From an optimization exercise on the open Yosys and OpenROAD flow, aimed at small area; shortcuts taken in it are not production practice. In this exercise RTL edits were held to simulation tests only and were not proved equivalent to the original. Power is estimated from default activity; no workload was simulated.

<file path="design/flow/flow/run.sh">
#!/bin/bash
# Standard ORFS layout with three changes to how it is made:
#  - synthesis maps with an area-oriented ABC script (flow/abc_area.script);
#    everything before ABC, and so every register, is the standard synthesis;
#  - the port buffers use the smallest buffer cell;
#  - clock tree sinks are clustered into fewer, larger clusters, without dummy loads.
set -euo pipefail
rm -rf scripts_abc
cp -r "$FLOW_HOME/scripts" scripts_abc
cp flow/abc_area.script scripts_abc/abc_speed.script
bash standard.sh finish \
  "SCRIPTS_DIR=$PWD/scripts_abc" \
  'BUFFER_PORTS_ARGS=-buffer_cell sky130_fd_sc_hd__buf_1' \
  'CTS_ARGS=-sink_clustering_enable -repair_clock_nets -sink_clustering_size 28 -sink_clustering_max_diameter 160 -dont_use_dummy_load -root_buf sky130_fd_sc_hd__clkbuf_4 -tree_buf sky130_fd_sc_hd__clkbuf_8 -sink_clustering_buffer sky130_fd_sc_hd__clkbuf_16' \
  > standard_make.log 2>&1
</file>
<file path="design/flow/flow/abc_area.script">
strash
&get -n
&st
&deepsyn -T 120 -t
&dch -f
&nf -a -R 1000
&put
</file>
<file path="design/flow/standard.sh">
#!/bin/bash
# synth_recipe.tcl (not shown) runs the flow's synth.tcl, then flattens the netlist and writes it again
# the make line also repeats each setting of config.mk as NAME=value (left out here)
make -C /OpenROAD-flow-scripts/flow DESIGN_CONFIG=/design/flow/config.mk WORK_HOME=/design/flow/orfs CLKGATE_MAP_FILE= SYNTH_SCRIPT=/design/flow/synth_recipe.tcl "${@:-finish}"
</file>
<file path="design/flow/config.mk">
export PLATFORM = sky130hd
export DESIGN_NAME = Sdram_Control
export DESIGN_NICKNAME = Sdram_Control
export VERILOG_FILES = /design/flow/design.v
export SDC_FILE = /design/flow/constraint.sdc
export NUM_CORES = 8
export LEC_CHECK = 0
export CAP_MARGIN = 20
export CORE_MARGIN = 2
export CORE_UTILIZATION = 40
export SLEW_MARGIN = 20
</file>
<file path="design/flow/constraint.sdc">
create_clock -name core_clock -period 10.0 [get_ports {CLK}]
set_input_delay 2.0000 -clock core_clock [delete_from_list [all_inputs] [get_ports {CLK}]]
set_output_delay 2.0000 -clock core_clock [all_outputs]
set_load 0.01 [all_outputs]
</file>
<file path="design/flow/design.v">
parameter	INIT_PER	   =	24000;
parameter	REF_PER		=	1024;
parameter	SC_CL		  =	3;
parameter	SC_RCD		=	3;
parameter	SC_RRD		=	7;
parameter	SC_PM		  =	1;
parameter	SC_BL		  =	1;
parameter	SDR_BL		=	(SC_PM == 1) ? 3'b111	:
							        (SC_BL == 1) ? 3'b000	:
							        (SC_BL == 2) ? 3'b001 :
							        (SC_BL == 4) ? 3'b010 : 3'b011;
parameter	SDR_BT		=	1'b0;	 
parameter	SDR_CL		=	(SC_CL == 2) ? 3'b10 : 3'b11;
module Sdram_Control (
		RESET_N, CLK,
		WR1_ADDR, WR1_MAX_ADDR, WR1_LENGTH, WR1_LOAD,
		WR1_FIFO_Q, WR1_FIFO_RUSEDW, WR1_FIFO_RDREQ,
		RD1_ADDR, RD1_MAX_ADDR, RD1_LENGTH, RD1_LOAD,
		RD1_FIFO_DATA, RD1_FIFO_WRREQ, RD1_FIFO_WUSEDW,
		SA, BA, CS_N, CKE, RAS_N, CAS_N, WE_N,
		DQ_IN, DQ_OUT, DQ_OE, DQM
);
parameter	INIT_PER	   =	24000;
parameter	REF_PER		=	1024;
parameter	SC_CL		  =	3;
parameter	SC_RCD		=	3;
parameter	SC_RRD		=	7;
parameter	SC_PM		  =	1;
parameter	SC_BL		  =	1;
parameter	SDR_BL		=	(SC_PM == 1) ? 3'b111	:
							        (SC_BL == 1) ? 3'b000	:
							        (SC_BL == 2) ? 3'b001 :
							        (SC_BL == 4) ? 3'b010 : 3'b011;
parameter	SDR_BT		=	1'b0;	 
parameter	SDR_CL		=	(SC_CL == 2) ? 3'b10 : 3'b11;
input                           RESET_N;
input                           CLK;
input   [23-1:0]            WR1_ADDR;
input   [23-1:0]            WR1_MAX_ADDR;
input          [10:0]           WR1_LENGTH;
input                           WR1_LOAD;
input   [16-1:0]            WR1_FIFO_Q;
input           [9:0]           WR1_FIFO_RUSEDW;
output                          WR1_FIFO_RDREQ;
input   [23-1:0]            RD1_ADDR;
input   [23-1:0]            RD1_MAX_ADDR;
input          [10:0]           RD1_LENGTH;
input                           RD1_LOAD;
output  [16-1:0]            RD1_FIFO_DATA;
output                          RD1_FIFO_WRREQ;
input           [9:0]           RD1_FIFO_WUSEDW;
output        [11:0]            SA;
output         [1:0]            BA;
output         [1:0]            CS_N;
output                          CKE;
output                          RAS_N;
output                          CAS_N;
output                          WE_N;
input   [16-1:0]            DQ_IN;
output  [16-1:0]            DQ_OUT;
output                          DQ_OE;
output [16/8-1:0]           DQM;
localparam [14:0] T_TOP  = INIT_PER + REF_PER + 201;    
localparam [14:0] T_REF  = REF_PER;
function automatic lt23(input [22:0] a, input [22:0] b);
	integer i; reg l;
	begin
		l = 1'b0;
		for (i = 0; i < 23; i = i + 1)
			l = (~a[i] & b[i]) | (~a[i] & l) | (b[i] & l);
		lt23 = l;
	end
endfunction
function automatic [8:0] dec9(input [8:0] x);
	integer i; reg b;
	begin
		b = 1'b1;
		for (i = 0; i < 9; i = i + 1) begin
			dec9[i] = x[i] ^ b;
			b = b & ~x[i];
		end
	end
endfunction
function automatic [14:0] dec15(input [14:0] x);
	integer i; reg b;
	begin
		b = 1'b1;
		for (i = 0; i < 15; i = i + 1) begin
			dec15[i] = x[i] ^ b;
			b = b & ~x[i];
		end
	end
endfunction
function automatic [3:0] dec4(input [3:0] x);
	integer i; reg b;
	begin
		b = 1'b1;
		for (i = 0; i < 4; i = i + 1) begin
			dec4[i] = x[i] ^ b;
			b = b & ~x[i];
		end
	end
endfunction
function automatic [2:0] dec3(input [2:0] x);
	integer i; reg b;
	begin
		b = 1'b1;
		for (i = 0; i < 3; i = i + 1) begin
			dec3[i] = x[i] ^ b;
			b = b & ~x[i];
		end
	end
endfunction
function automatic [2:0] inc3(input [2:0] x);
	integer i; reg c;
	begin
		c = 1'b1;
		for (i = 0; i < 3; i = i + 1) begin
			inc3[i] = x[i] ^ c;
			c = c & x[i];
		end
	end
endfunction
function automatic lt10(input [9:0] a, input [9:0] b);
	integer i; reg l;
	begin
		l = 1'b0;
		for (i = 0; i < 10; i = i + 1)
			l = (~a[i] & b[i]) | (~a[i] & l) | (b[i] & l);
		lt10 = l;
	end
endfunction
reg  [22:0] rWR1_ADDR, rRD1_ADDR, rWR1_MAX, rRD1_MAX;
reg   [8:0] rWR1_LEN, rRD1_LEN;
reg         mWR, mRD;         
reg   [2:0] U;                
reg   [8:0] R;                
reg         out_valid, rdone, cmd_d, CMD_ACK;
reg         cont_r;
reg   [2:0] A_cb;             
reg   [7:0] A_col;            
wire [22:0] A = {A_cb, mWR ? rWR1_ADDR[19:8] : rRD1_ADDR[19:8], A_col};
reg  [15:0] mDATAOUT;
wire cnt   = U[2] | U[1];
wire st0   = (U == 3'd0);
wire st1   = (U == 3'd1);
wire endc  = cnt & (R == 9'h1FB);    
wire s_frc = cnt & (R == 9'h1FE);    
wire rq0   = cnt & (R == 9'h000);    
wire wdone = endc & mWR;
wire Write = mWR & ~st0 & ~wdone;
wire Read  = mRD & ~st0;
wire start = st0 & (mWR | (mRD & ~rdone));
wire idle  = ~mWR & ~mRD & st0 & ~WR1_LOAD & ~RD1_LOAD;
wire wcond = ~lt10(WR1_FIFO_RUSEDW, {1'b0, rWR1_LEN}) && (rWR1_LEN != 9'd0);
wire rcond = lt10(RD1_FIFO_WUSEDW, {1'b0, rRD1_LEN});
wire  [8:0] len_s = mWR ? rWR1_LEN : rRD1_LEN;
wire [22:0] max_s = mWR ? rWR1_MAX : rRD1_MAX;
reg  [23:0] nxt;             
always @* begin : add_nxt
	integer i; reg c;
	c = 1'b0;
	for (i = 0; i < 23; i = i + 1) begin
		nxt[i] = A[i] ^ (i < 9 ? len_s[i] : 1'b0) ^ c;
		c = (A[i] & (i < 9 ? len_s[i] : 1'b0)) | (c & (A[i] ^ (i < 9 ? len_s[i] : 1'b0)));
	end
	nxt[23] = c;
end
wire        mflag = (max_s[22:9] == 14'd0) && lt10({1'b0, max_s[8:0]}, {1'b0, len_s});
wire        cont  = nxt[23] ? (mflag & lt23(nxt[22:0], max_s)) : (mflag | lt23(nxt[22:0], max_s));
reg  [14:0] T;
reg         REF_REQ;
wire INIT_REQ  = ~REF_REQ & (T >= REF_PER + 201) & (T <= REF_PER + INIT_PER + 200);
wire PRECHARGE = ~REF_REQ & (T == REF_PER + 180);
wire REFRESH   = ~REF_REQ & ((T == REF_PER + 160) | (T == REF_PER + 140) |
                             (T == REF_PER + 120) | (T == REF_PER + 100) |
                             (T == REF_PER +  80) | (T == REF_PER +  60) |
                             (T == REF_PER +  40) | (T == REF_PER +  20));
reg do_rwa, do_refresh, do_precharge, do_load_mode;    
reg [3:0] J;           
reg [2:0] P;           
reg rw_flag, ex, oe4, OE, do_rw;
reg c_ras, c_cas, c_we;
reg s_ras, s_cas, s_we;
wire LOAD_MODE = ~REF_REQ & (T == REF_PER) & ~(~s_ras & ~s_cas & s_we);
wire s_init = ~REF_REQ & (T >= REF_PER + 198) & (T <= REF_PER + INIT_PER + 197);
wire REF_ACK = ~c_ras & ~c_cas & c_we & REF_REQ;
wire CM_ACK = J[3] & J[0] & ~REF_ACK;
reg [1:0] rw_shift;
wire command_done = (J != 4'd0);
wire rp_done      = P[2] | (P[1] & P[0]);
wire do_any = do_refresh | do_rwa | do_precharge | do_load_mode;
wire do_reada  = do_rwa & mRD;
wire do_writea = do_rwa & mWR;
wire PM_STOP;
wire c_act = rw_shift[1];      
wire s_act = rw_shift[0];      
assign PM_STOP = s_frc;
always @(posedge CLK)
	if (!RESET_N) begin
		rWR1_ADDR <= WR1_ADDR;
		rRD1_ADDR <= RD1_ADDR;
		rWR1_MAX  <= WR1_MAX_ADDR;
		rRD1_MAX  <= RD1_MAX_ADDR;
		rWR1_LEN  <= WR1_LENGTH[8:0];
		rRD1_LEN  <= RD1_LENGTH[8:0];
	end else begin
		if (wdone)
			rWR1_ADDR <= cont_r ? nxt[22:0] : WR1_ADDR;
		if (rdone)
			rRD1_ADDR <= cont_r ? nxt[22:0] : RD1_ADDR;
	end
always @(posedge CLK)
	if (!RESET_N) begin
		mWR <= 1'b0; mRD <= 1'b0; U <= 3'd0;
		out_valid <= 1'b0; rdone <= 1'b0;
		cmd_d <= 1'b0; CMD_ACK <= 1'b0; A_cb <= 3'd0; A_col <= 8'd0;
	end else begin
		cont_r <= cont;
		if (idle & wcond)
			mWR <= 1'b1;
		else if (idle & rcond)
			mRD <= 1'b1;
		if (rdone)
			mRD <= 1'b0;
		else if (wdone)
			mWR <= 1'b0;
		if (st0) begin
			if (start) U <= 3'd1;
		end else if (st1) begin
			if (CMD_ACK) U <= 3'd2;
		end else if (endc)
			U <= 3'd0;
		else if (U != 3'd7)
			U <= inc3(U);
		out_valid <= Read & (U == 3'd7) & ~endc;
		rdone     <= Read & endc;
		cmd_d     <= st1;
		CMD_ACK   <= CM_ACK & ~CMD_ACK;
		if (cmd_d)
			{A_cb, A_col} <= mWR ? {rWR1_ADDR[22:20], rWR1_ADDR[7:0]} : {rRD1_ADDR[22:20], rRD1_ADDR[7:0]};
	end
always @(posedge CLK) begin
	if (st0)
		R <= len_s;
	else if (cnt)
		R <= dec9(R);
	mDATAOUT <= DQ_IN;    
end
always @(posedge CLK)
	if (!RESET_N) begin
		T <= T_TOP; REF_REQ <= 1'b0;
	end else begin
		T          <= REF_ACK ? T_REF : dec15(T);
		REF_REQ    <= (T == 15'd0) | (REF_REQ & ~REF_ACK);
	end
always @(posedge CLK)
	if (!RESET_N) begin
		do_rwa <= 0; do_refresh <= 0; do_precharge <= 0; do_load_mode <= 0;
		J <= 0; P <= 0; rw_flag <= 0; ex <= 0;
	end else if (INIT_REQ) begin
		do_rwa <= 0; do_refresh <= 0; do_precharge <= 0; do_load_mode <= 0;
		J <= 0; P <= 0; rw_flag <= 0; ex <= 0;
	end else begin
		do_refresh   <= (REF_REQ | REFRESH) & ~command_done & ~do_refresh & ~rp_done & ~do_rwa;
		do_rwa       <= cmd_d & ~command_done & ~do_rwa & ~rp_done & ~REF_REQ;
		if (cmd_d & ~command_done & ~do_rwa & ~rp_done & ~REF_REQ)
			ex <= 1'b1;
		do_precharge <= PRECHARGE & ~command_done & ~do_precharge;
		do_load_mode <= LOAD_MODE & ~command_done & ~do_load_mode;
		if (do_any) begin
			J <= 4'd9;
			rw_flag <= do_reada;
		end else if (J != 4'd0)
			J <= dec4(J);
		if (J == 4'd1)
			P <= 3'd7;
		else if (~ex) begin
			if (P != 3'd0) P <= dec3(P);
		end else if (PM_STOP) begin
			if (P != 3'd0) P <= dec3(P);
			ex <= 1'b0;
		end
	end
always @(posedge CLK)
	if (!RESET_N) begin
		oe4 <= 0; OE <= 0; rw_shift <= 0; do_rw <= 0;
	end else begin
		if (do_writea)
			oe4 <= 1'b1;
		else if (do_precharge | do_reada | do_refresh | PM_STOP)    
			oe4 <= 1'b0;
		OE <= oe4;
		if (do_rwa)
			rw_shift <= 2'b10;
		else begin
			rw_shift <= rw_shift >> 1;
			do_rw    <= rw_shift[0];
		end
	end
always @(posedge CLK)
	if (!RESET_N) begin
		c_ras <= 1; c_cas <= 1; c_we <= 1;
		s_ras <= 1; s_cas <= 1; s_we <= 1;
	end else begin
		if (do_refresh)                              {c_ras, c_cas, c_we} <= 3'b001;
		else if (do_precharge & (oe4 | rw_flag))     {c_ras, c_cas, c_we} <= 3'b110;
		else if (do_precharge)                       {c_ras, c_cas, c_we} <= 3'b010;
		else if (do_load_mode)                       {c_ras, c_cas, c_we} <= 3'b000;
		else if (do_rwa)                             {c_ras, c_cas, c_we} <= 3'b011;
		else if (do_rw)                              {c_ras, c_cas, c_we} <= {2'b10, rw_flag};
		else                                         {c_ras, c_cas, c_we} <= 3'b111;
		{s_ras, s_cas, s_we} <= {c_ras, c_cas, c_we};
	end
wire s_lm    = ~s_ras & ~s_cas & ~s_we;                  
wire s_baz   = ~s_we & (s_cas | ~s_ras);                 
wire s_csall = (~s_ras & (~s_cas | ~s_we)) | (s_cas & ~s_we) | s_init;   
wire s_a10   = (s_ras & ~s_cas) | (s_cas & ~s_we);       
wire [11:0] sa_rc = s_act ? {A[19], A[18] & ~s_a10, A[17:8]} : {4'd0, A[7:0]};
assign SA    = s_frc ? 12'h200 : s_lm ? {2'b00, SDR_CL, SDR_BT, SDR_BL} : sa_rc;
assign BA    = s_baz ? 2'b00 : A[21:20];
assign CS_N  = ~CKE ? 2'b01 : s_csall ? 2'b00 : {~A[22], A[22]};
assign CKE   = ~(((T == T_TOP) | (T == T_TOP - 15'd1)) & ~REF_REQ);
assign RAS_N = s_ras & ~s_frc;
assign CAS_N = s_cas | s_frc;
assign WE_N  = s_we & ~s_frc;
wire dqm_n = (U[2] & ~(mWR & s_frc)) | rdone;
assign DQM   = {~dqm_n, ~dqm_n};
assign DQ_OUT = WR1_FIFO_Q;
assign DQ_OE  = OE;
assign WR1_FIFO_RDREQ = mWR & (U[2] | (U[1] & U[0])) & ~R[8];    
assign RD1_FIFO_WRREQ = out_valid;
assign RD1_FIFO_DATA  = mDATAOUT;
endmodule
</file>
==> notes.md, run 1 <==
Hold Crit Class -> register to register
worst setup path category -> register to register
setup TNS -> 0 ps
FFs w/ async S/R, synth -> 0%
crit start category -> register
Mapped Avg Cell Area -> 10.88 um2
Critical Path Max Stage Delay -> 420 ps
P&R area growth vs syn -> 13.88%
max_slew headroom -> 38.10%
Initial DRC Count -> 457
CP Capture Point -> cont_r
port buffer count -> 190
fraction of layout cells with a size suffix above 1 -> 2.821%
cells after synthesis -> 830
Initial Util -> 41.01%
Worst Skew -> 37.86 ps
Worst EP required -> 10480 ps
Layout Nets -> 1257
startpoint of the worst register-to-register path -> mWR
core area -> 0.02203 mm2
drt wl/cell -> 16.80 um
placed instance area -> 0.01005 mm2
setup slack, reg-to-reg -> 1880 ps
vias in the first global route -> 6709
CTS H-Tree Depth -> 4
Area contributors post-synth -> edfxtp_1 40%, dfxtp_1 17%, nor2_1 7.2%, ha_1 6.8%, clkinv_1 3.2%
CTS sink count -> 196
proportion of netlist area held by the largest area contributor -> 39.89%
slew at the pin closest to its max-slew limit -> 928.5 ps
GR Layer Usage met2 -> 32.18%
# hold bufs at CTS -> 0
FF/Latch Area -> 0.005126 mm2
area leader, netlist -> edfxtp_1
met3 track demand over resource -> 3.082%
total die area -> 0.02380 mm2
post-layout minimum cycle time -> 8122 ps
gr busiest metal -> met2
P per Cell Area -> 187.3 mW/mm2
Final Cycle Share -> 81.22%
RSZ-0062 raised after global routing -> false
Final GP Congestion -> 0.8105
Max Clk Rate -> 123.1 MHz
drt first pass iters -> 6
clock latency (worst-skew pair) -> 620 ps
CTS root buf -> clkbuf_4
Die W -> 154.3 um
routed vias -> 6814
ANT nets after route -> 0
total grt overflow -> 0
hold path start -> c_cas
maximum buffer depth of the clock tree -> 2
DRC viols -> 0
most frequent cell after synthesis -> nor2_1
LEAKAGE -> 3.720 nW
Final Hold Fails -> 0
Final Max Slew Viols -> 0
FILL cells -> 2144
row cnt -> 54
met1 GRT Util -> 24.58%
CTS buffer count -> 17
#FFs+latches synth -> 196
syn_nets -> 1057
Final Power -> 1.927 mW
crit path DAT -> 8600 ps
Worst path most repeated cell -> ha_1
post-CTS sizing -> 0
GRT Total Usage -> 18.89%
Seq/Total Area, Yosys -> 56.74%
max-cap viol count -> 0
Max IR drop VDD -> 0.1144 mV
Worst Setup SP -> mWR
Crit. End Element -> register
multi-input logic area -> 0.003491 mm2
Die Height -> 154.3 um
CP max stage cell -> mux2_1
largest net degree at the start of global routing -> 71
reg-to-reg critical path endpoint -> cont_r
Syn Std Cell Area -> 0.009032 mm2
post-CTS setup repair buffer count -> 0
Syn. warnings -> 1
design area -> 0.01029 mm2
first-pass GRT wire length -> 34560 um
number of synthesized flops with an enable pin -> 120
IO Pins -> 227
initial antenna violation count -> 1
final wirelength -> 22010 um
Synth cell types -> 50
top_reg_cell synth -> edfxtp_1
via density per instance -> 5.202
Commonest cells post-synth -> 174 x nor2_1, 120 x edfxtp_1, 78 x clkinv_1
reg2reg path depth -> 32
CP max FO -> 23
CTS tree -> done
status -> finished clean
Final HPWL DP -> 16350 um
setup violation total in the final timing report -> 0
Clock Pin Slew Worst Setup and Hold Paths -> 100 ps
worst min path at each step:
stage	to	depth (start not counted)
global placement	CMD_ACK	1
finish	s_cas	1
floorplan	CMD_ACK	1
detailed placement	s_cas	1
global route	s_cas	1
CTS	s_cas	1
routing by layer:
metal	share of wire, %	up-vias
met3	5.8	27
met5	0	-
met1	44	3195
met4	1.7	0
met2	48	227
li1	-	3365
cell type report:
type,count,area share [%]
flip-flops and latches,196,49.84
multi-input cells,539,33.94
repair buffers,198,7.712
well taps,280,3.406
inverters,78,2.846
clock buffers,17,2.214
diodes,2,0.04866
report_power, final:
part	total, mW	internal (mW)	switching (mW)
registers	1.03	0.977	0.0544
clock network	0.384	0.145	0.239
logic	0.511	0.198	0.313
total	1.93	1.32	0.606
logic make-up after synthesis:
| logic type | after synthesis | share of synthesized area (%) |
|---|---|---|
| compound gates | 137 | 10.21 |
| xor+xnor | 5 | 0.4848 |
| fa+ha+maj | 63 | 9.226 |
| buf+inv | 95 | 4.654 |
| flops | 196 | 56.74 |
| mux | 39 | 4.516 |
| simple gates | 295 | 14.17 |
per-stage QoR:
step           instances  utilization [%]  setup WS [ps]  hold slack (ps)
3_5_place_dp        1291            45.63           1885            422.6
6_report            1310            46.70           1878            415.3
2_1_floorplan        830                -           1226            393.7
3_3_place_gp        1290            45.51           1965            416.3
4_1_cts             1308            46.67           1850            419.6
5_1_grt             1310            46.70           1467            433.3
registers in the layout, summed over array words and instances (netlist names), 4 cells and up:
name       count
rRD1_MAX      23
rWR1_LEN       9
mDATAOUT      16
J              4
rRD1_LEN       9
rRD1_ADDR     23
T             15
rWR1_MAX      23
A_col          8
rWR1_ADDR     23
R              9
critical path: cells and delay by family, from the launching register on:
family / cells / cell delay [ps]
buffers and inverters: 6 / 680
adder cells (fa/ha/maj): 23 / 6180
flip-flops: 1 / 340
multiplexers: 1 / 420
AO/OA/AOI/OAI: 2 / 410
cell usage in the layout, fill, tap and decap left out, types with 14 or more instances in the layout:
cell	instances
buf_1	190
o21ai_0	29
mux2i_1	25
a21oi_1	33
clkbuf_8	16
nand2_1	41
mux2_1	14
dfxtp_1	75
nand3_1	15
nor2_1	174
edfxtp_1	120
o22ai_1	17
clkinv_1	77
nor3_1	15
ha_1	49
==> inputs of run 2 (changes only) <==
--- a/design/flow/design.v
+++ b/design/flow/design.v
@@ -176,7 +176,9 @@
                              (T == REF_PER + 120) | (T == REF_PER + 100) |
                              (T == REF_PER +  80) | (T == REF_PER +  60) |
                              (T == REF_PER +  40) | (T == REF_PER +  20));
-reg do_rwa, do_refresh, do_precharge, do_load_mode;    
+reg do_rwa, do_refresh, do_pl;    
+wire do_precharge = do_pl & (T >= REF_PER);
+wire do_load_mode = do_pl & (T < REF_PER);
 reg [3:0] J;           
 reg [2:0] P;           
 reg rw_flag, ex, oe4, OE, do_rw;
@@ -189,7 +191,7 @@
 reg [1:0] rw_shift;
 wire command_done = (J != 4'd0);
 wire rp_done      = P[2] | (P[1] & P[0]);
-wire do_any = do_refresh | do_rwa | do_precharge | do_load_mode;
+wire do_any = do_refresh | do_rwa | do_pl;
 wire do_reada  = do_rwa & mRD;
 wire do_writea = do_rwa & mWR;
 wire PM_STOP;
@@ -256,18 +258,17 @@
 	end
 always @(posedge CLK)
 	if (!RESET_N) begin
-		do_rwa <= 0; do_refresh <= 0; do_precharge <= 0; do_load_mode <= 0;
+		do_rwa <= 0; do_refresh <= 0; do_pl <= 0;
 		J <= 0; P <= 0; rw_flag <= 0; ex <= 0;
 	end else if (INIT_REQ) begin
-		do_rwa <= 0; do_refresh <= 0; do_precharge <= 0; do_load_mode <= 0;
+		do_rwa <= 0; do_refresh <= 0; do_pl <= 0;
 		J <= 0; P <= 0; rw_flag <= 0; ex <= 0;
 	end else begin
 		do_refresh   <= (REF_REQ | REFRESH) & ~command_done & ~do_refresh & ~rp_done & ~do_rwa;
 		do_rwa       <= cmd_d & ~command_done & ~do_rwa & ~rp_done & ~REF_REQ;
 		if (cmd_d & ~command_done & ~do_rwa & ~rp_done & ~REF_REQ)
 			ex <= 1'b1;
-		do_precharge <= PRECHARGE & ~command_done & ~do_precharge;
-		do_load_mode <= LOAD_MODE & ~command_done & ~do_load_mode;
+		do_pl        <= (PRECHARGE | LOAD_MODE) & ~command_done & ~do_pl;
 		if (do_any) begin
 			J <= 4'd9;
 			rw_flag <= do_reada;
==> design/flow/flow/abc_area.script (replaced) <==
strash
&get -n
&st
&deepsyn -T 120 -t
&dch -f
&nf -a -p -C 32 -F 8 -A 8 -R 1000
&put
--- a/design/flow/config.mk
+++ b/design/flow/config.mk
@@ -7,5 +7,5 @@
 export LEC_CHECK = 0
 export CAP_MARGIN = 20
 export CORE_MARGIN = 2
-export CORE_UTILIZATION = 40
+export CORE_UTILIZATION = 70
 export SLEW_MARGIN = 20
==> notes.md, run 2 <==
core area -> 0.01257 mm2
routed vias -> 7056
post-CTS setup repair buffer count -> 0
CTS buffer count -> 17
crit start category -> register
#FFs+latches synth -> 195
Die W -> 117.2 um
WL met2 -> 10310 um
WHS Endpoint -> s_ras
Final Power -> 1.989 mW
setup violation total in the final timing report -> 0
ant diodes -> 0
Hold Crit Class -> register to register
Critical Path Max Stage Delay -> 870 ps
Crit path max-delay family -> adder cells
dpl ws -> 1943 ps
xor and xnor area share after synthesis -> 0.4879%
Final Hold Fails -> 0
area leader, netlist -> edfxtp_1
Buf/Inv on CP -> 5
final wirelength -> 20760 um
cells after synthesis -> 819
Crit. End Element -> register
post-route setup slack -> 1906 ps
Combinational Power Share -> 28.2%
total grt overflow -> 0
clock latency (worst-skew pair) -> 610 ps
slew at the pin closest to its max-slew limit -> 953.6 ps
adder-cell share of the synthesized area -> 9.285%
maximum buffer depth of the clock tree -> 2
Final Cycle Share -> 80.94%
port buffer count -> 190
Worst path most repeated cell -> ha_1
vias in the first global route -> 6929
Clock Pin Slew Worst Setup and Hold Paths -> 90 ps
Syn Std Cell Area -> 0.008975 mm2
mux contribution to synthesized area -> 4.308%
most frequent cell after synthesis -> nor2_1
fraction of layout cells with a size suffix above 1 -> 2.567%
Mapped Avg Cell Area -> 10.96 um2
switching part of the total -> 32.39%
top_reg_cell synth -> edfxtp_1
Die Height -> 117.2 um
Seq pwr share -> 52.9%
post-layout minimum cycle time -> 8094 ps
worst setup path category -> register to register
CTS H-Tree Depth -> 4
Clock power frac -> 18.9%
Seq/Total Area, Yosys -> 56.88%
FFs w/ async S/R, synth -> 0%
Worst Skew -> 24.71 ps
post-synthesis simple-gate area fraction -> 13.40%
startpoint of the worst register-to-register path -> mWR
P per Cell Area -> 198.1 mW/mm2
Final HPWL DP -> 15450 um
P&R area growth vs syn -> 11.88%
IO Pins -> 227
status -> finished clean
post-CTS sizing -> 0
most frequent cells in the layout -> 190 x buf_1, 167 x nor2_1, 120 x edfxtp_1
max_slew headroom -> 36.43%
commonest non-fill, non-tap cell in the layout -> buf_1
Max Clk Rate -> 123.5 MHz
CP max stage cell -> dfxtp_2
Max IR drop VDD -> 0.1506 mV
setup slack, reg-to-reg -> 1910 ps
Layout Nets -> 1242
Worst Hold Path Cells -> 1
syn_nets -> 1046
crit path DAT -> 8580 ps
first-pass GRT wire length -> 32080 um
largest net degree at the start of global routing -> 73
top sig layer -> met4
total die area -> 0.01374 mm2
Hold WS -> 447.2 ps
setup TNS -> 0 ps
post-synthesis compound-gate area fraction -> 11.00%
Area contributors post-synth -> edfxtp_1 40%, dfxtp_1 17%, nor2_1 7.0%, ha_1 6.8%, clkinv_1 3.2%
Final GP Congestion -> 0.9286
RSZ-0062 raised after global routing -> false
Commonest cells post-synth -> 167 x nor2_1, 120 x edfxtp_1, 77 x clkinv_1
Worst EP required -> 10490 ps
CTS tree -> done
CP max FO -> 31
reg2reg path depth -> 32
via density per instance -> 5.954
ANT nets after route -> 0
CTS sink count -> 195
DRC viols -> 0
number of synthesized flops with an enable pin -> 120
reg-to-reg critical path endpoint -> cont_r
Final Max Slew Viols -> 0
wire length on met1 -> 8052 um
max-cap viol count -> 0
Pint -> 1.345 mW
met3 wire len -> 1770 um
combinational family with the most area after synthesis -> simple AND/OR/NAND/NOR gates
Initial DRC Count -> 775
switching pwr -> 0.6443 mW
initial antenna violation count -> 0
drt wl/cell -> 17.52 um
CTS root buf -> clkbuf_4
row cnt -> 41
Syn. warnings -> 1
drt first pass iters -> 7
LEAKAGE -> 3.641 nW
Initial Util -> 71.41%
proportion of netlist area held by the largest area contributor -> 40.15%
hold path start -> c_ras
GRT Total Usage -> 31.05%
# hold bufs at CTS -> 0
Synth cell types -> 52
## run 2: through the flow
stage / area (um2) / utilization [%] / cells
global route: 10040 / 79.89 / 1185
CTS: 10040 / 79.85 / 1185
floorplan: 8975 / - / 819
global placement: 9808 / 78.04 / 1168
detailed placement: 9808 / 78.04 / 1168
finish: 10040 / 79.89 / 1185
## run 2: cell families after synthesis
kind of cell	after synthesis
DFF	195
xor gates and xnor gates	5
AOI/OAI and AO/OA	148
buffers and inverters	94
adders and majority gates	63
muxes	37
and+or+nand+nor	277
## run 2: worst max path at each step
stage | from | end | slack, ps | cells after the start
after floorplan | mWR | cont_r | 1500 | 32
after global placement | mWR | cont_r | 2110 | 32
after detailed placement | mWR | cont_r | 1940 | 32
after CTS | mWR | cont_r | 1900 | 32
after global routing | mWR | cont_r | 1530 | 32
final | mWR | cont_r | 1910 | 32
## run 2: final cells by class
type / instances / area, um2
Tap cell: 172 / 215.2
Timing Repair Buffer: 194 / 743.2
Fill cell: 815 / 2527
Inverter: 77 / 289.0
Multi-Input combinational cell: 530 / 3460
Clock buffer: 17 / 227.7
Sequential cell: 195 / 5106
## run 2: routing by layer
| layer | global-route usage (%) | vias up |
|---|---|---|
| li1 | - | 3322 |
| met1 | 37.64 | 3297 |
| met2 | 53.79 | 373 |
| met3 | 7.055 | 64 |
| met4 | 12.86 | 0 |
| met5 | 0 | - |
## run 2: power groups by stage
stage	clock, mW	sequential [mW]	combinational, mW
floorplan	0	1.05	0.400
global placement	0	1.06	0.521
detailed placement	0	1.07	0.554
CTS	0.378	1.05	0.558
global route	0.409	1.06	0.635
finish	0.375	1.05	0.562
==> inputs of run 3 (changes only) <==
==> design/flow/flow/run.sh (replaced) <==
#!/bin/bash
# Standard ORFS layout with these changes to how it is made:
#  - synthesis maps with an area-oriented ABC script (flow/abc_area.script) and
#    leaves adders to ABC instead of mapping them to adder cells first; the rest
#    of synthesis, and so every register, is the standard synthesis's;
#  - the port buffers use the smallest buffer cell;
#  - the clock tree clusters its sinks into fewer, larger clusters, without
#    dummy loads, and uses a small root buffer.
set -euo pipefail
rm -rf scripts_abc
cp -r "$FLOW_HOME/scripts" scripts_abc
cp flow/abc_area.script scripts_abc/abc_speed.script
bash standard.sh finish \
  "SCRIPTS_DIR=$PWD/scripts_abc" \
  'ADDER_MAP_FILE=' \
  'BUFFER_PORTS_ARGS=-buffer_cell sky130_fd_sc_hd__buf_1' \
  'CTS_ARGS=-sink_clustering_enable -repair_clock_nets -sink_clustering_size 28 -sink_clustering_max_diameter 160 -dont_use_dummy_load -root_buf sky130_fd_sc_hd__clkbuf_4 -tree_buf sky130_fd_sc_hd__clkbuf_8 -sink_clustering_buffer sky130_fd_sc_hd__clkbuf_16' \
  > standard_make.log 2>&1
==> design/flow/flow/abc_area.script (replaced) <==
strash
&get -n
&st
&deepsyn -T 120 -t
&put
dch -f
amap -m -F 4 -A 8
--- a/design/flow/config.mk
+++ b/design/flow/config.mk
@@ -7,5 +7,5 @@
 export LEC_CHECK = 0
 export CAP_MARGIN = 20
 export CORE_MARGIN = 2
-export CORE_UTILIZATION = 70
+export CORE_UTILIZATION = 85
 export SLEW_MARGIN = 20
==> notes.md, run 3 <==
status -> stopped before the end
last step reached -> global placement
Err -> [ERROR GPL-0301] Utilization 103.003 % exceeds 100%.
adder-cell share of the synthesized area -> 0%
syn_nets -> 1032
row cnt -> 36
Mapped Avg Cell Area -> 9.928 um2
cells after synthesis -> 862
Die Height -> 104.3 um
number of synthesized flops with an enable pin -> 120
combinational family with the most area after synthesis -> compound AO/OA/AOI/OAI gates
post-synthesis simple-gate area fraction -> 12.28%
post-synthesis compound-gate area fraction -> 21.45%
#FFs+latches synth -> 195
proportion of netlist area held by the largest area contributor -> 42.11%
Initial Util -> 87.56%
most frequent cell after synthesis -> nor2_1
Die W -> 104.3 um
Seq/Total Area, Yosys -> 59.65%
Syn. warnings -> 1
FFs w/ async S/R, synth -> 0%
Area contributors post-synth -> edfxtp_1 42%, dfxtp_1 18%, nor2_1 6.1%, clkinv_1 5.1%, a21oi_1 5.0%
xor and xnor area share after synthesis -> 0%
mux contribution to synthesized area -> 0%
top_reg_cell synth -> edfxtp_1
port buffer count -> 190
area leader, netlist -> edfxtp_1
Syn Std Cell Area -> 0.008558 mm2
IO Pins -> 227
Synth cell types -> 42
Commonest cells post-synth -> 139 x nor2_1, 120 x edfxtp_1, 117 x clkinv_1
## run 3: kinds of logic after synthesis
logic type	Yosys count
AND/OR/NAND/NOR	243
AO/OA/AOI/OAI	290
buffers and inverters	134
flip-flops	195
==> inputs of run 4 (changes only) <==
--- a/design/flow/config.mk
+++ b/design/flow/config.mk
@@ -7,5 +7,6 @@
 export LEC_CHECK = 0
 export CAP_MARGIN = 20
 export CORE_MARGIN = 2
-export CORE_UTILIZATION = 85
+export CORE_UTILIZATION = 70
+export PLACE_DENSITY = 0.9
 export SLEW_MARGIN = 20
==> notes.md, run 4 <==
initial antenna violation count -> 1
Worst EP required -> 10470 ps
post-CTS sizing -> 0
DRC viols -> 0
worst setup path category -> register to register
multi-input logic area -> 0.002890 mm2
max_slew headroom -> 29.51%
top_reg_cell synth -> edfxtp_1
Synth cell types -> 42
Initial Util -> 71.55%
post-CTS setup repair buffer count -> 0
Initial DRC Count -> 850
most frequent cells in the layout -> 190 x buf_1, 139 x nor2_1, 120 x edfxtp_1
total grt overflow -> 0
Worst path most repeated cell -> nor2_1
port buffer count -> 190
post-layout minimum cycle time -> 7968 ps
Final GP Congestion -> 0.9168
status -> finished clean
FF/Latch Area -> 0.005106 mm2
Worst Skew -> 32.74 ps
Die Height -> 114.6 um
critical path depth -> 44
Max Clk Rate -> 125.5 MHz
Seq pwr share -> 59.4%
CTS buffer count -> 17
FFs w/ async S/R, synth -> 0%
reg-to-reg critical path endpoint -> cont_r
Die W -> 114.6 um
commonest non-fill, non-tap cell in the layout -> buf_1
switching part of the total -> 27.20%
Mapped Avg Cell Area -> 9.928 um2
clock latency (worst-skew pair) -> 630 ps
crit path DAT -> 8440 ps
LEAKAGE -> 3.224 nW
combinational family with the most area after synthesis -> compound AO/OA/AOI/OAI gates
Final Hold Fails -> 0
switching pwr -> 0.4345 mW
Clock power frac -> 23.7%
most frequent cell after synthesis -> nor2_1
CP Capture Point -> cont_r
area leader, netlist -> edfxtp_1
xor and xnor area share after synthesis -> 0%
GRT Total Usage -> 33.00%
Combinational Power Share -> 16.9%
FILL cells -> 729
hold path start -> CMD_ACK
reg2reg path depth -> 44
Commonest cells post-synth -> 139 x nor2_1, 120 x edfxtp_1, 117 x clkinv_1
setup slack, reg-to-reg -> 2030 ps
core area -> 0.01196 mm2
proportion of netlist area held by the largest area contributor -> 42.11%
adder-cell share of the synthesized area -> 0%
vias in the first global route -> 7141
via density per instance -> 6.256
Non-Filler Instances -> 1209
WL met2 -> 10270 um
crit start category -> register
CP max stage cell -> clkinv_1
Final Power -> 1.598 mW
Syn Std Cell Area -> 0.008558 mm2
startpoint of the worst register-to-register path -> mWR
#FFs+latches synth -> 195
final wirelength -> 21350 um
Area contributors post-synth -> edfxtp_1 42%, dfxtp_1 18%, nor2_1 6.1%, clkinv_1 5.1%, a21oi_1 5.0%
first-pass GRT wire length -> 33160 um
Final Cycle Share -> 79.68%
mux contribution to synthesized area -> 0%
Clock Pin Slew Worst Setup and Hold Paths -> 80 ps
Worst Setup SP -> mWR
P&R area growth vs syn -> 12.53%
CTS H-Tree Depth -> 4
Final HPWL DP -> 15370 um
drt first pass iters -> 6
Crit. End Element -> register
maximum buffer depth of the clock tree -> 2
met3 wire len -> 2284 um
max-cap viol count -> 0
P per Cell Area -> 165.9 mW/mm2
Buf/Inv on CP -> 10
# hold bufs at CTS -> 0
CTS sink count -> 195
total die area -> 0.01313 mm2
top sig layer -> met4
Seq/Total Area, Yosys -> 59.65%
post-synthesis compound-gate area fraction -> 21.45%
Util after Layout -> 80.51%
Pint -> 1.163 mW
Critical Path Max Stage Delay -> 770 ps
Layout Nets -> 1233
CTS tree -> done
number of synthesized flops with an enable pin -> 120
routed vias -> 7564
Crit path max-delay family -> simple AND/OR/NAND/NOR gates
setup violation total in the final timing report -> 0
post-synthesis simple-gate area fraction -> 12.28%
IO Pins -> 227
largest net degree at the start of global routing -> 80
wire length on met1 -> 8158 um
Max IR drop VDD -> 0.1301 mV
Final Max Slew Viols -> 0
Syn. warnings -> 1
RSZ-0062 raised after global routing -> false
cells after synthesis -> 862
setup TNS -> 0 ps
slew at the pin closest to its max-slew limit -> 1046 ps
Hold Crit Class -> register to register
syn_nets -> 1032
CTS root buf -> clkbuf_4
dpl cells -> 1191
CP max FO -> 51
drt wl/cell -> 17.66 um
fraction of layout cells with a size suffix above 1 -> 2.922%
row cnt -> 40
ANT nets after route -> 0
## run 4: cell counts after synthesis
Identical to the previous run, type by type.
## run 4: cells by family after synthesis
group | Yosys count
DFF | 195
AOI/OAI and AO/OA | 290
buffers and inverters | 134
and+or+nand+nor | 243
## run 4: how the worst min path moves through the flow
stage                     endpoint  slack [ps]  cells past startpoint
after floorplan            CMD_ACK         400                      1
after global placement     CMD_ACK         420                      1
after detailed placement   CMD_ACK         420                      1
after CTS                  CMD_ACK         430                      1
after global routing       CMD_ACK         440                      1
final                      CMD_ACK         420                      1
## run 4: worst register-to-register path: cells and delay by family, from the launching register on
kind,cells,cell delay [ps]
buffers and inverters,10,2160
and+or+nand+nor,23,3270
AOI/OAI and AO/OA,11,2090
DFF,1,310
## run 4: metal layers
| layer | track usage [%] | vias to the layer above |
|---|---|---|
| li1 | - | 3563 |
| met4 | 13.90 | 0 |
| met5 | 0 | - |
| met3 | 8.417 | 73 |
| met1 | 41.23 | 3459 |
| met2 | 54.95 | 469 |
## run 4: layout make-up
| type | instances | area share, % |
|---|---|---|
| antenna | 1 | 0.02598 |
| clock buffer | 17 | 2.365 |
| inverter | 117 | 4.560 |
| multi-input combinational | 533 | 30.01 |
| sequential | 195 | 53.02 |
| tap | 147 | 1.910 |
| timing repair buffer | 199 | 8.107 |
## run 4: per-stage QoR
step	hold WS [ps]	cell area (um2)	setup WS, ps
6_report	424.1	9630	2032
5_1_grt	437.7	9630	1270
4_1_cts	428.4	9628	2267
3_5_place_dp	419.3	9400	2387
3_3_place_gp	415.2	9400	2753
2_1_floorplan	399.2	8558	2489
## run 4: power by group through the flow
stage	logic (mW)	registers, mW	clock network, mW
3_5_place_dp	0.261	0.966	0
6_report	0.270	0.949	0.379
5_1_grt	0.296	0.955	0.405
3_3_place_gp	0.253	0.964	0
2_1_floorplan	0.179	0.963	0
4_1_cts	0.263	0.949	0.379
==> inputs of run 5 (changes only) <==
--- a/design/flow/config.mk
+++ b/design/flow/config.mk
@@ -8,5 +8,4 @@
 export CAP_MARGIN = 20
 export CORE_MARGIN = 2
 export CORE_UTILIZATION = 70
-export PLACE_DENSITY = 0.9
 export SLEW_MARGIN = 20
==> notes.md, run 5 <==
status -> finished clean
post-synthesis simple-gate area fraction -> 12.28%
Max IR drop VDD -> 0.1483 mV
Initial DRC Count -> 931
maximum buffer depth of the clock tree -> 2
Critical Path Max Stage Delay -> 640 ps
most frequent cell after synthesis -> nor2_1
crit start category -> register
adder-cell share of the synthesized area -> 0%
CTS buffer count -> 17
Hold Crit Class -> register to register
Initial Util -> 71.55%
CTS root buf -> clkbuf_4
post-CTS setup repair buffer count -> 0
CTS H-Tree Depth -> 4
setup TNS -> 0 ps
Worst Hold Path Cells -> 1
combinational family with the most area after synthesis -> compound AO/OA/AOI/OAI gates
CTS sink count -> 195
Final GP Congestion -> 0.9195
#FFs+latches synth -> 195
largest net degree at the start of global routing -> 73
design area -> 0.009614 mm2
Synth cell types -> 42
CP max FO -> 21
routed vias -> 7328
Area contributors post-synth -> edfxtp_1 42%, dfxtp_1 18%, nor2_1 6.1%, clkinv_1 5.1%, a21oi_1 5.0%
drt wl/cell -> 16.80 um
P per Cell Area -> 165.2 mW/mm2
commonest non-fill, non-tap cell in the layout -> buf_1
area leader, netlist -> edfxtp_1
ANT nets after route -> 0
Max Clk Rate -> 142.7 MHz
Worst Skew -> 27.43 ps
reg2reg path depth -> 43
Worst path most repeated cell -> nor2_1
total die area -> 0.01313 mm2
Hold WS -> 461.4 ps
number of synthesized flops with an enable pin -> 120
Worst EP required -> 10450 ps
Clock Pin Slew Worst Setup and Hold Paths -> 80 ps
Die W -> 114.6 um
DRC viols -> 0
post-CTS sizing -> 0
port buffer count -> 190
initial antenna violation count -> 0
IO Pins -> 227
slew at the pin closest to its max-slew limit -> 996.2 ps
# hold bufs at CTS -> 0
critical path depth -> 43
dpl cells -> 1189
post-synthesis compound-gate area fraction -> 21.45%
max_slew headroom -> 32.89%
CP max stage cell -> o22ai_1
most frequent cells in the layout -> 190 x buf_1, 139 x nor2_1, 120 x edfxtp_1
Final HPWL DP -> 14910 um
drt first pass iters -> 6
Final Max Slew Viols -> 0
Seq/Total Area, Yosys -> 59.65%
first-pass GRT wire length -> 31570 um
Non-Filler Instances -> 1206
Buf/Inv on CP -> 9
Syn. warnings -> 1
vias in the first global route -> 6787
ant diodes -> 0
worst setup path category -> register to register
GRT Total Usage -> 31.22%
syn_nets -> 1032
fraction of layout cells with a size suffix above 1 -> 2.738%
xor and xnor area share after synthesis -> 0%
final wirelength -> 20260 um
Crit path max-delay family -> simple AND/OR/NAND/NOR gates
Layout Nets -> 1231
core area -> 0.01196 mm2
clock latency (worst-skew pair) -> 600 ps
Crit. End Element -> register
RSZ-0062 raised after global routing -> false
Mapped Avg Cell Area -> 9.928 um2
Final Cycle Share -> 70.09%
row cnt -> 40
P&R area growth vs syn -> 12.34%
cells after synthesis -> 862
mux contribution to synthesized area -> 0%
top_reg_cell synth -> edfxtp_1
post-layout minimum cycle time -> 7009 ps
FFs w/ async S/R, synth -> 0%
Syn Std Cell Area -> 0.008558 mm2
crit path DAT -> 7460 ps
CTS tree -> done
LEAKAGE -> 3.213 nW
proportion of netlist area held by the largest area contributor -> 42.11%
Die Height -> 114.6 um
via density per instance -> 6.076
total grt overflow -> 0
Commonest cells post-synth -> 139 x nor2_1, 120 x edfxtp_1, 117 x clkinv_1
max-cap viol count -> 0
Final Hold Fails -> 0
placed instance area -> 0.009385 mm2
setup violation total in the final timing report -> 0
## run 5: cell counts after synthesis
No cell type changed its count.
## run 5: metal layers
layer  global-route usage [%]  share of wire (%)
met5                        0                  0
met4                    8.293                1.4
met3                    8.100                 11
met2                    51.52                 48
met1                    41.48                 40
## run 5: cells by family after synthesis
logic type             Yosys count
AOI/OAI and AO/OA              290
DFF                            195
buffers and inverters          134
and+or+nand+nor                243
## run 5: layout make-up
cell class	instances	area, um2
Sequential cell	195	5106
Multi-Input combinational cell	533	2890
Fill cell	822	2347
Timing Repair Buffer	197	765.7
Inverter	117	440.4
Clock buffer	17	227.7
Tap cell	147	183.9
## run 5: path summary, 6_finish.rpt
kind                            from  endpoint  slack, ps
worst min register to register    ex        ex        460
worst min-delay path              ex        ex        460
worst max register to register   mWR    cont_r       2990
worst max-delay path             mWR    cont_r       2990
## run 5: worst register-to-register path: cells and delay by family (launching register included)
kind | cells | cell delay, ps
AO/OA/AOI/OAI | 11 | 1980
AND/OR/NAND/NOR | 23 | 3130
buffers and inverters | 9 | 1420
flip-flops | 1 | 330
## run 5: where the power goes
part / internal [mW] / leakage, nW / switching [mW]
Combinational: 0.0966 / 1.31 / 0.167
Clock: 0.145 / 0.120 / 0.231
Sequential: 0.921 / 1.78 / 0.0269
## run 5: metrics by stage
step,setup slack (ps),power (mW),utilization (%)
6_report,2991,1.588,80.38
5_1_grt,1985,1.652,80.38
4_1_cts,3067,1.584,80.37
3_5_place_dp,3162,1.225,78.46
3_3_place_gp,3339,1.216,78.46
2_1_floorplan,2489,1.143,-
==> inputs of run 6 (changes only) <==
--- a/design/flow/design.v
+++ b/design/flow/design.v
@@ -208,9 +208,9 @@
 		rRD1_LEN  <= RD1_LENGTH[8:0];
 	end else begin
 		if (wdone)
-			rWR1_ADDR <= cont_r ? nxt[22:0] : WR1_ADDR;
+			rWR1_ADDR <= cont ? nxt[22:0] : WR1_ADDR;
 		if (rdone)
-			rRD1_ADDR <= cont_r ? nxt[22:0] : RD1_ADDR;
+			rRD1_ADDR <= cont ? nxt[22:0] : RD1_ADDR;
 	end
 always @(posedge CLK)
 	if (!RESET_N) begin
@@ -218,7 +218,6 @@
 		out_valid <= 1'b0; rdone <= 1'b0;
 		cmd_d <= 1'b0; CMD_ACK <= 1'b0; A_cb <= 3'd0; A_col <= 8'd0;
 	end else begin
-		cont_r <= cont;
 		if (idle & wcond)
 			mWR <= 1'b1;
 		else if (idle & rcond)
==> notes.md, run 6 <==
hold path start -> CMD_ACK
via density per instance -> 5.980
area leader, netlist -> edfxtp_1
drt wl/cell -> 16.60 um
maximum buffer depth of the clock tree -> 2
Worst path most repeated cell -> nor2_1
#FFs+latches synth -> 194
LEAKAGE -> 3.344 nW
Hold Crit Class -> register to register
crit path DAT -> 8380 ps
P per Cell Area -> 166.3 mW/mm2
Area contributors post-synth -> edfxtp_1 42%, dfxtp_1 18%, o21ai_0 5.2%, clkinv_1 4.7%, nor2_1 4.3%
FFs w/ async S/R, synth -> 0%
GRT Total Usage -> 30.87%
Final HPWL DP -> 14370 um
crit start category -> register
switching pwr -> 0.4298 mW
most frequent cell after synthesis -> edfxtp_1
Pint -> 1.170 mW
ant diodes -> 0
post-layout minimum cycle time -> 8041 ps
largest net degree at the start of global routing -> 80
multi-input logic area -> 0.002943 mm2
cells after synthesis -> 853
P&R area growth vs syn -> 12.66%
CP max stage cell -> clkinv_1
Synth cell types -> 48
worst setup path category -> register to register
top_reg_cell synth -> edfxtp_1
core area -> 0.01196 mm2
DRC viols -> 0
Worst Hold Path Cells -> 1
setup violation total in the final timing report -> 0
drt first pass iters -> 5
Clock Pin Slew Worst Setup and Hold Paths -> 70 ps
setup slack, reg-to-reg -> 1960 ps
CTS sink count -> 194
clock latency (worst-skew pair) -> 610 ps
total grt overflow -> 0
Crit. End Element -> register
Syn. warnings -> 1
RSZ-0062 raised after global routing -> false
met3 wire len -> 1737 um
top sig layer -> met4
CTS root buf -> clkbuf_4
row cnt -> 40
Buf/Inv on CP -> 2
final wirelength -> 19920 um
port buffer count -> 190
Final Max Slew Viols -> 0
most frequent cells in the layout -> 190 x buf_1, 119 x edfxtp_1, 106 x clkinv_1
Initial Util -> 71.39%
routed vias -> 7176
Final GP Congestion -> 0.9497
setup TNS -> 0 ps
first-pass GRT wire length -> 30830 um
CP max FO -> 36
CTS tree -> done
Seq/Total Area, Yosys -> 59.43%
startpoint of the worst register-to-register path -> mWR
Combinational Power Share -> 17.3%
number of synthesized flops with an enable pin -> 119
Critical Path Max Stage Delay -> 750 ps
Syn Std Cell Area -> 0.008539 mm2
Seq pwr share -> 59.4%
Final Power -> 1.600 mW
Crit path max-delay family -> simple AND/OR/NAND/NOR gates
syn_nets -> 1023
status -> finished clean
proportion of netlist area held by the largest area contributor -> 41.85%
switching part of the total -> 26.87%
Clock power frac -> 23.2%
Commonest cells post-synth -> 119 x edfxtp_1, 107 x clkinv_1, 98 x nor2_1
max-cap viol count -> 0
commonest non-fill, non-tap cell in the layout -> buf_1
max_slew headroom -> 25.88%
Worst Skew -> 26.91 ps
Layout Nets -> 1225
Non-Filler Instances -> 1200
slew at the pin closest to its max-slew limit -> 1100 ps
# hold bufs at CTS -> 0
WL met2 -> 9652 um
ANT nets after route -> 0
vias in the first global route -> 6468
wire length on met1 -> 8182 um
IO Pins -> 227
fraction of layout cells with a size suffix above 1 -> 2.944%
initial antenna violation count -> 0
Die Height -> 114.5 um
Die W -> 114.5 um
Max Clk Rate -> 124.4 MHz
Mapped Avg Cell Area -> 10.01 um2
dpl cells -> 1183
Hold WS -> 445.9 ps
reg-to-reg critical path endpoint -> rWR1_ADDR[2]
Final Hold Fails -> 0
Worst EP required -> 10340 ps
total die area -> 0.01310 mm2
reg2reg path depth -> 39
post-CTS setup repair buffer count -> 0
FF/Latch Area -> 0.005076 mm2
WHS Endpoint -> CMD_ACK
CTS H-Tree Depth -> 4
FILL cells -> 800
Final Cycle Share -> 80.41%
Initial DRC Count -> 852
CTS buffer count -> 17
Max IR drop VDD -> 0.1730 mV
post-CTS sizing -> 0
## run 6: cell families (layout without fill, tap and decap cells)
logic type / Yosys count / count (layout) / synth area share, %
DFF: 194 / 194 / 59.43
buffers and inverters: 124 / 324 / 6.198
xor gates and xnor gates: 1 / 1 / 0.1026
AOI/OAI and AO/OA: 284 / 284 / 21.51
and+or+nand+nor: 250 / 250 / 12.76
## run 6: worst max path at each step
stage | start | end | slack (ps) | depth (start not counted)
final | mWR | rWR1_ADDR[2] | 1960 | 39
after global routing | mWR | rWR1_ADDR[8] | 1040 | 43
after CTS | mWR | rWR1_ADDR[2] | 2020 | 39
after detailed placement | mWR | rRD1_ADDR[7] | 2110 | 40
after global placement | mWR | rWR1_ADDR[2] | 2390 | 39
after floorplan | mWR | rRD1_ADDR[12] | 810 | 37
## run 6: routing by layer
| layer | up-vias | track usage [%] |
|---|---|---|
| met4 | 0 | 9.431 |
| met3 | 33 | 7.570 |
| met5 | - | 0 |
| li1 | 3522 | - |
| met2 | 332 | 50.73 |
| met1 | 3289 | 41.02 |
## run 6: cell type report
type / count / area share, %
sequential: 194 / 52.76
multi-input combinational: 535 / 30.59
inverter: 107 / 4.175
clock buffer: 17 / 2.367
timing repair buffer: 200 / 8.194
tap: 147 / 1.912
## run 6: power groups by stage
stage               sequential (mW)  clock, mW  combinational, mW
floorplan                     0.963          0              0.190
global placement              0.966          0              0.266
detailed placement            0.968          0              0.272
CTS                           0.950      0.375              0.274
global route                  0.957      0.405              0.309
finish                        0.951      0.371              0.277
## run 6: worst register-to-register path, delay by kind of cell (launching register included)
| family | cells | cell delay (ps) |
|---|---|---|
| AND/OR/NAND/NOR | 21 | 3250 |
| buffers and inverters | 2 | 1000 |
| AO/OA/AOI/OAI | 16 | 2850 |
| flip-flops | 1 | 680 |
## run 6: through the flow
stage | instance area (um2) | setup WS, ps | utilization [%]
detailed placement | 9393 | 2110 | 78.53
global route | 9620 | 1039 | 80.43
floorplan | 8543 | 811.3 | -
finish | 9620 | 1959 | 80.43
global placement | 9393 | 2390 | 78.53
CTS | 9620 | 2015 | 80.43
==> inputs of run 7 (changes only) <==
--- a/design/flow/design.v
+++ b/design/flow/design.v
@@ -136,7 +136,6 @@
 reg   [2:0] U;                
 reg   [8:0] R;                
 reg         out_valid, rdone, cmd_d, CMD_ACK;
-reg         cont_r;
 reg   [2:0] A_cb;             
 reg   [7:0] A_col;            
 wire [22:0] A = {A_cb, mWR ? rWR1_ADDR[19:8] : rRD1_ADDR[19:8], A_col};
@@ -146,7 +145,6 @@
 wire st1   = (U == 3'd1);
 wire endc  = cnt & (R == 9'h1FB);    
 wire s_frc = cnt & (R == 9'h1FE);    
-wire rq0   = cnt & (R == 9'h000);    
 wire wdone = endc & mWR;
 wire Write = mWR & ~st0 & ~wdone;
 wire Read  = mRD & ~st0;
@@ -195,7 +193,6 @@
 wire do_reada  = do_rwa & mRD;
 wire do_writea = do_rwa & mWR;
 wire PM_STOP;
-wire c_act = rw_shift[1];      
 wire s_act = rw_shift[0];      
 assign PM_STOP = s_frc;
 always @(posedge CLK)
==> notes.md, run 7 <==
status -> finished clean
Initial DRC Count -> 751
crit start category -> register
total die area -> 0.01310 mm2
IO Pins -> 227
total grt overflow -> 0
setup violation total in the final timing report -> 0
Worst EP required -> 10340 ps
crit path DAT -> 8410 ps
LEAKAGE -> 3.344 nW
CTS root buf -> clkbuf_4
most frequent cells in the layout -> 190 x buf_1, 119 x edfxtp_1, 106 x clkinv_1
top_reg_cell synth -> edfxtp_1
Die W -> 114.5 um
final wirelength -> 19830 um
Area contributors post-synth -> edfxtp_1 42%, dfxtp_1 18%, o21ai_0 5.2%, clkinv_1 4.7%, nor2_1 4.3%
initial antenna violation count -> 0
Crit. End Element -> register
setup TNS -> 0 ps
Critical Path Max Stage Delay -> 750 ps
max-cap viol count -> 0
Final HPWL DP -> 14370 um
Worst Skew -> 25.81 ps
proportion of netlist area held by the largest area contributor -> 41.85%
Syn Std Cell Area -> 0.008539 mm2
Seq/Total Area, Yosys -> 59.43%
commonest non-fill, non-tap cell in the layout -> buf_1
ANT nets after route -> 0
Max IR drop VDD -> 0.1724 mV
vias in the first global route -> 6468
Layout Nets -> 1225
maximum buffer depth of the clock tree -> 2
core area -> 0.01196 mm2
#FFs+latches synth -> 194
largest net degree at the start of global routing -> 80
Final GP Congestion -> 0.9497
first-pass GRT wire length -> 30830 um
dpl cells -> 1183
CTS tree -> done
FFs w/ async S/R, synth -> 0%
cells after synthesis -> 853
most frequent cell after synthesis -> edfxtp_1
drt wl/cell -> 16.52 um
clock latency (worst-skew pair) -> 610 ps
P per Cell Area -> 166.1 mW/mm2
row cnt -> 40
Buf/Inv on CP -> 2
Final Hold Fails -> 0
drt first pass iters -> 6
ant diodes -> 0
Crit path max-delay family -> simple AND/OR/NAND/NOR gates
routed vias -> 7213
worst setup path category -> register to register
Final Max Slew Viols -> 0
syn_nets -> 1023
CTS sink count -> 194
Die Height -> 114.5 um
GRT Total Usage -> 30.87%
Mapped Avg Cell Area -> 10.01 um2
CTS buffer count -> 17
Syn. warnings -> 1
Synth cell types -> 48
CP max stage cell -> clkinv_1
area leader, netlist -> edfxtp_1
number of synthesized flops with an enable pin -> 119
Non-Filler Instances -> 1200
post-CTS setup repair buffer count -> 0
Hold Crit Class -> register to register
CP max FO -> 36
Max Clk Rate -> 124.0 MHz
max_slew headroom -> 25.63%
fraction of layout cells with a size suffix above 1 -> 2.944%
post-CTS sizing -> 0
Clock Pin Slew Worst Setup and Hold Paths -> 70 ps
Final Cycle Share -> 80.63%
Commonest cells post-synth -> 119 x edfxtp_1, 107 x clkinv_1, 98 x nor2_1
via density per instance -> 6.011
CTS H-Tree Depth -> 4
port buffer count -> 190
Worst path most repeated cell -> nor2_1
# hold bufs at CTS -> 0
RSZ-0062 raised after global routing -> false
Initial Util -> 71.39%
P&R area growth vs syn -> 12.66%
slew at the pin closest to its max-slew limit -> 1104 ps
DRC viols -> 0
post-layout minimum cycle time -> 8063 ps
[run 7: final timing paths]
check	from	endpoint	slack (ps)	cells after the start
max reg2reg	mWR	rWR1_ADDR[2]	1940	39
min	CMD_ACK	CMD_ACK	450	1
min reg2reg	CMD_ACK	CMD_ACK	450	1
max	mWR	rWR1_ADDR[2]	1940	39
[run 7: power breakdown]
group / internal, mW / switching, mW / leakage (nW)
clock: 0.145 / 0.225 / 0.120
sequential: 0.921 / 0.0300 / 1.79
combinational: 0.104 / 0.173 / 1.43
total: 1.17 / 0.428 / 3.34
[run 7: worst reg2reg max path, delay by kind of cell, from the launching register on]
family,cells,cell delay [ps]
buf+inv,2,1000
flops,1,670
compound gates,17,3020
simple gates,20,3100
[run 7: layer usage]
layer | global-route usage, % | wire, um | vias up
li1 | - | - | 3523
met1 | 41.02 | 8009 | 3271
met2 | 50.73 | 9617 | 383
met3 | 7.570 | 1836 | 36
met4 | 9.431 | 361 | 0
met5 | 0 | 0 | -
[run 7: cells by family after synthesis]
group	after synthesis	share of synthesized area, %
and+or+nand+nor	250	12.76
DFF	194	59.43
buffers and inverters	124	6.198
AOI/OAI and AO/OA	284	21.51
xor gates and xnor gates	1	0.1026
[run 7: layout make-up]
class / instances / area, um2
Tap cell: 147 / 183.9
Sequential cell: 194 / 5076
Multi-Input combinational cell: 535 / 2943
Clock buffer: 17 / 227.7
Fill cell: 800 / 2341
Inverter: 107 / 401.6
Timing Repair Buffer: 200 / 788.3
[run 7: stage by stage]
stage | total power [mW] | util, % | instance area [um2] | hold slack, ps | setup slack, ps
after floorplan | 1.153 | - | 8543 | 399.8 | 811.3
after global placement | 1.232 | 78.53 | 9393 | 429.1 | 2390
after detailed placement | 1.240 | 78.53 | 9393 | 431.4 | 2110
after CTS | 1.599 | 80.43 | 9620 | 449.7 | 2015
after global routing | 1.671 | 80.43 | 9620 | 471.8 | 1039
final | 1.598 | 80.43 | 9620 | 446.0 | 1937
==> inputs of run 8 (changes only) <==
--- a/design/flow/flow/run.sh
+++ b/design/flow/flow/run.sh
@@ -12,7 +12,7 @@
 cp flow/abc_area.script scripts_abc/abc_speed.script
 bash standard.sh finish \
   "SCRIPTS_DIR=$PWD/scripts_abc" \
-  'ADDER_MAP_FILE=' \
+  'ADDER_MAP_FILE=' 'SYNTH_INSBUF=0' \
   'BUFFER_PORTS_ARGS=-buffer_cell sky130_fd_sc_hd__buf_1' \
   'CTS_ARGS=-sink_clustering_enable -repair_clock_nets -sink_clustering_size 28 -sink_clustering_max_diameter 160 -dont_use_dummy_load -root_buf sky130_fd_sc_hd__clkbuf_4 -tree_buf sky130_fd_sc_hd__clkbuf_8 -sink_clustering_buffer sky130_fd_sc_hd__clkbuf_16' \
   > standard_make.log 2>&1
--- a/design/flow/config.mk
+++ b/design/flow/config.mk
@@ -8,4 +8,5 @@
 export CAP_MARGIN = 20
 export CORE_MARGIN = 2
 export CORE_UTILIZATION = 70
+export GPL_TIMING_DRIVEN = 0
 export SLEW_MARGIN = 20
==> notes.md, run 8 <==
worst setup path category -> register to register
Hold Crit Class -> register to register
total die area -> 0.01291 mm2
Util after Layout -> 81.58%
crit start category -> register
Syn. warnings -> 1
Final Cycle Share -> 90.13%
CTS H-Tree Depth -> 4
top_reg_cell synth -> edfxtp_1
largest net degree at the start of global routing -> 81
total grt overflow -> 0
Final GP Congestion -> 0.9308
startpoint of the worst register-to-register path -> mWR
GRT Total Usage -> 32.90%
vias in the first global route -> 6912
Crit. End Element -> register
number of synthesized flops with an enable pin -> 119
syn_nets -> 1006
most frequent cells in the layout -> 190 x buf_1, 119 x edfxtp_1, 105 x clkinv_1
Syn Std Cell Area -> 0.008412 mm2
reg2reg path depth -> 39
Clock Pin Slew Worst Setup and Hold Paths -> 80 ps
design area -> 0.009677 mm2
hold path start -> CMD_ACK
Worst Skew -> 25.79 ps
proportion of netlist area held by the largest area contributor -> 42.48%
DRC viols -> 0
area leader, netlist -> edfxtp_1
IO Pins -> 227
post-layout minimum cycle time -> 9013 ps
cells after synthesis -> 836
commonest non-fill, non-tap cell in the layout -> buf_1
Die Height -> 113.6 um
clock latency (worst-skew pair) -> 620 ps
P&R area growth vs syn -> 15.04%
max-cap viol count -> 0
Max Clk Rate -> 111.0 MHz
routed vias -> 7271
CTS buffer count -> 17
Worst path most repeated cell -> nor2_1
Initial Util -> 70.92%
slew at the pin closest to its max-slew limit -> 1051 ps
Layout Nets -> 1219
core area -> 0.01186 mm2
Final HPWL DP -> 14830 um
Seq/Total Area, Yosys -> 60.33%
fraction of layout cells with a size suffix above 1 -> 2.865%
Worst EP required -> 10360 ps
ant diodes -> 0
most frequent cell after synthesis -> edfxtp_1
CTS root buf -> clkbuf_4
Final Max Slew Viols -> 0
via density per instance -> 6.090
Synth cell types -> 47
Worst Hold Path Cells -> 1
Area contributors post-synth -> edfxtp_1 42%, dfxtp_1 18%, o21ai_0 5.3%, clkinv_1 4.8%, nor2_1 4.4%
Mapped Avg Cell Area -> 10.06 um2
Critical Path Max Stage Delay -> 950 ps
CP max stage cell -> clkinv_1
drt first pass iters -> 6
CP max FO -> 36
#FFs+latches synth -> 194
maximum buffer depth of the clock tree -> 2
setup slack, reg-to-reg -> 990 ps
reg-to-reg critical path endpoint -> rRD1_ADDR[1]
post-CTS setup repair buffer count -> 0
Initial DRC Count -> 829
# hold bufs at CTS -> 0
CTS tree -> done
port buffer count -> 190
row cnt -> 40
max_slew headroom -> 29.36%
setup violation total in the final timing report -> 0
drt wl/cell -> 17.41 um
crit path DAT -> 9370 ps
Final Hold Fails -> 0
final wirelength -> 20790 um
Die W -> 113.6 um
WHS Endpoint -> CMD_ACK
RSZ-0062 raised after global routing -> false
post-CTS sizing -> 0
status -> finished clean
initial antenna violation count -> 0
ANT nets after route -> 0
placed instance area -> 0.009449 mm2
Commonest cells post-synth -> 119 x edfxtp_1, 107 x clkinv_1, 98 x nor2_1
first-pass GRT wire length -> 32800 um
FFs w/ async S/R, synth -> 0%
P per Cell Area -> 166.8 mW/mm2
LEAKAGE -> 3.345 nW
CTS sink count -> 194
Max IR drop VDD -> 0.1785 mV
run 8: cell types whose count changed after synthesis, sizes merged:
| cell | previous run | this run |
|---|---|---|
| buf | 17 | 0 |
run 8: report_power, final:
group	internal (mW)	leakage, nW	total (mW)	switching (mW)
clock network	0.145	0.120	0.376	0.231
logic	0.107	1.44	0.287	0.180
registers	0.921	1.79	0.952	0.0307
total	1.17	3.35	1.61	0.441
run 8: layout make-up:
| type | count | area (um2) |
|---|---|---|
| Tap cell | 147 | 183.9 |
| Fill cell | 770 | 2185 |
| Multi-Input combinational cell | 535 | 2973 |
| Inverter | 107 | 407.9 |
| Sequential cell | 194 | 5076 |
| Clock buffer | 17 | 227.7 |
| Timing Repair Buffer | 194 | 808.3 |
run 8: how the worst max path moves through the flow:
stage / slack [ps] / start / to
floorplan: 810 / mWR / rRD1_ADDR[12]
global placement: -2430 / mWR / rWR1_ADDR[1]
detailed placement: 1340 / mWR / rRD1_ADDR[1]
CTS: 1230 / mWR / rRD1_ADDR[1]
global route: 160 / mWR / rRD1_ADDR[7]
finish: 990 / mWR / rRD1_ADDR[1]
run 8: metrics by stage:
step	power, mW	TNS (ps)	setup slack, ps	cells	hold WS (ps)
6_report	1.614	0	987.5	1194	439.1
5_1_grt	1.682	0	159.0	1194	464.5
4_1_cts	1.608	0	1227	1194	442.7
3_5_place_dp	1.248	0	1341	1177	423.1
3_3_place_gp	1.230	-76480	-2425	1173	423.4
2_1_floorplan	1.147	0	811.3	836	399.8
run 8: critical path: cells and delay by family (launching register included):
kind | cells | cell delay, ps
AND/OR/NAND/NOR | 20 | 3510
AO/OA/AOI/OAI | 15 | 2920
flip-flops | 1 | 640
buffers and inverters | 4 | 1630
run 8: routing by layer:
layer,vias up,part of all wire [%],GRT usage [%]
li1,3517,-,-
met1,3273,39,41.59
met2,422,48,53.57
met3,59,10,9.830
met4,0,2.6,13.09
met5,-,0,2.353
run 8: cells by family (layout without fill, tap and decap cells):
group                     Yosys count  in the layout  share of synthesized area [%]
AOI/OAI and AO/OA                 284            284                          21.84
xor gates and xnor gates            1              1                         0.1041
buffers and inverters             107            318                          4.775
DFF                               194            194                          60.33
and+or+nand+nor                   250            250                          12.96

re-timing with driven ports:
The flow's constraints put no driver on any port. The routed layouts listed below were extracted and timed again, unchanged, in two steps. Step 1 (the two cells are an assumption about what drives the block):
set clk [get_ports {CLK}]
set_driving_cell -lib_cell sky130_fd_sc_hd__clkbuf_16 $clk
set_driving_cell -lib_cell sky130_fd_sc_hd__buf_2 [delete_from_list [all_inputs] $clk]
Step 2 adds t to the input delays and takes it off the output delays; t is the mean of the earliest and latest rising clock arrival at the registers after step 1. Input paths then give back, and output paths get back, about the clock's delay inside the block. Slacks: no drivers / after step 1 / after step 2; pairs: no drivers / after step 1.
| run | t, ns | setup slack, ns | worst hold slack (ns) | clock arrival spread, ns | slew at the worst register clock pin (ns) |
|---|---|---|---|---|---|
| run 1 | 0.643 | 1.878 / 1.878 / 1.878 | 0.415 / 0.415 / 0.415 | 0.040 / 0.041 | 0.11 / 0.11 |
| run 2 | 0.637 | 1.906 / 1.906 / 1.906 | 0.447 / 0.447 / 0.447 | 0.027 / 0.027 | 0.10 / 0.10 |
| run 4 | 0.650 | 2.032 / 2.032 / 2.032 | 0.424 / 0.424 / 0.424 | 0.034 / 0.034 | 0.10 / 0.10 |
| run 5 | 0.625 | 2.991 / 2.991 / 2.991 | 0.461 / 0.461 / 0.461 | 0.029 / 0.030 | 0.10 / 0.10 |
| run 6 | 0.633 | 1.959 / 1.959 / 1.959 | 0.446 / 0.446 / 0.446 | 0.027 / 0.027 | 0.09 / 0.09 |
| run 7 | 0.635 | 1.937 / 1.937 / 1.937 | 0.446 / 0.446 / 0.446 | 0.026 / 0.026 | 0.09 / 0.09 |
| run 8 | 0.645 | 0.987 / 0.987 / 0.987 | 0.439 / 0.439 / 0.439 | 0.027 / 0.026 | 0.10 / 0.10 |
After both steps every run listed still meets setup and hold.
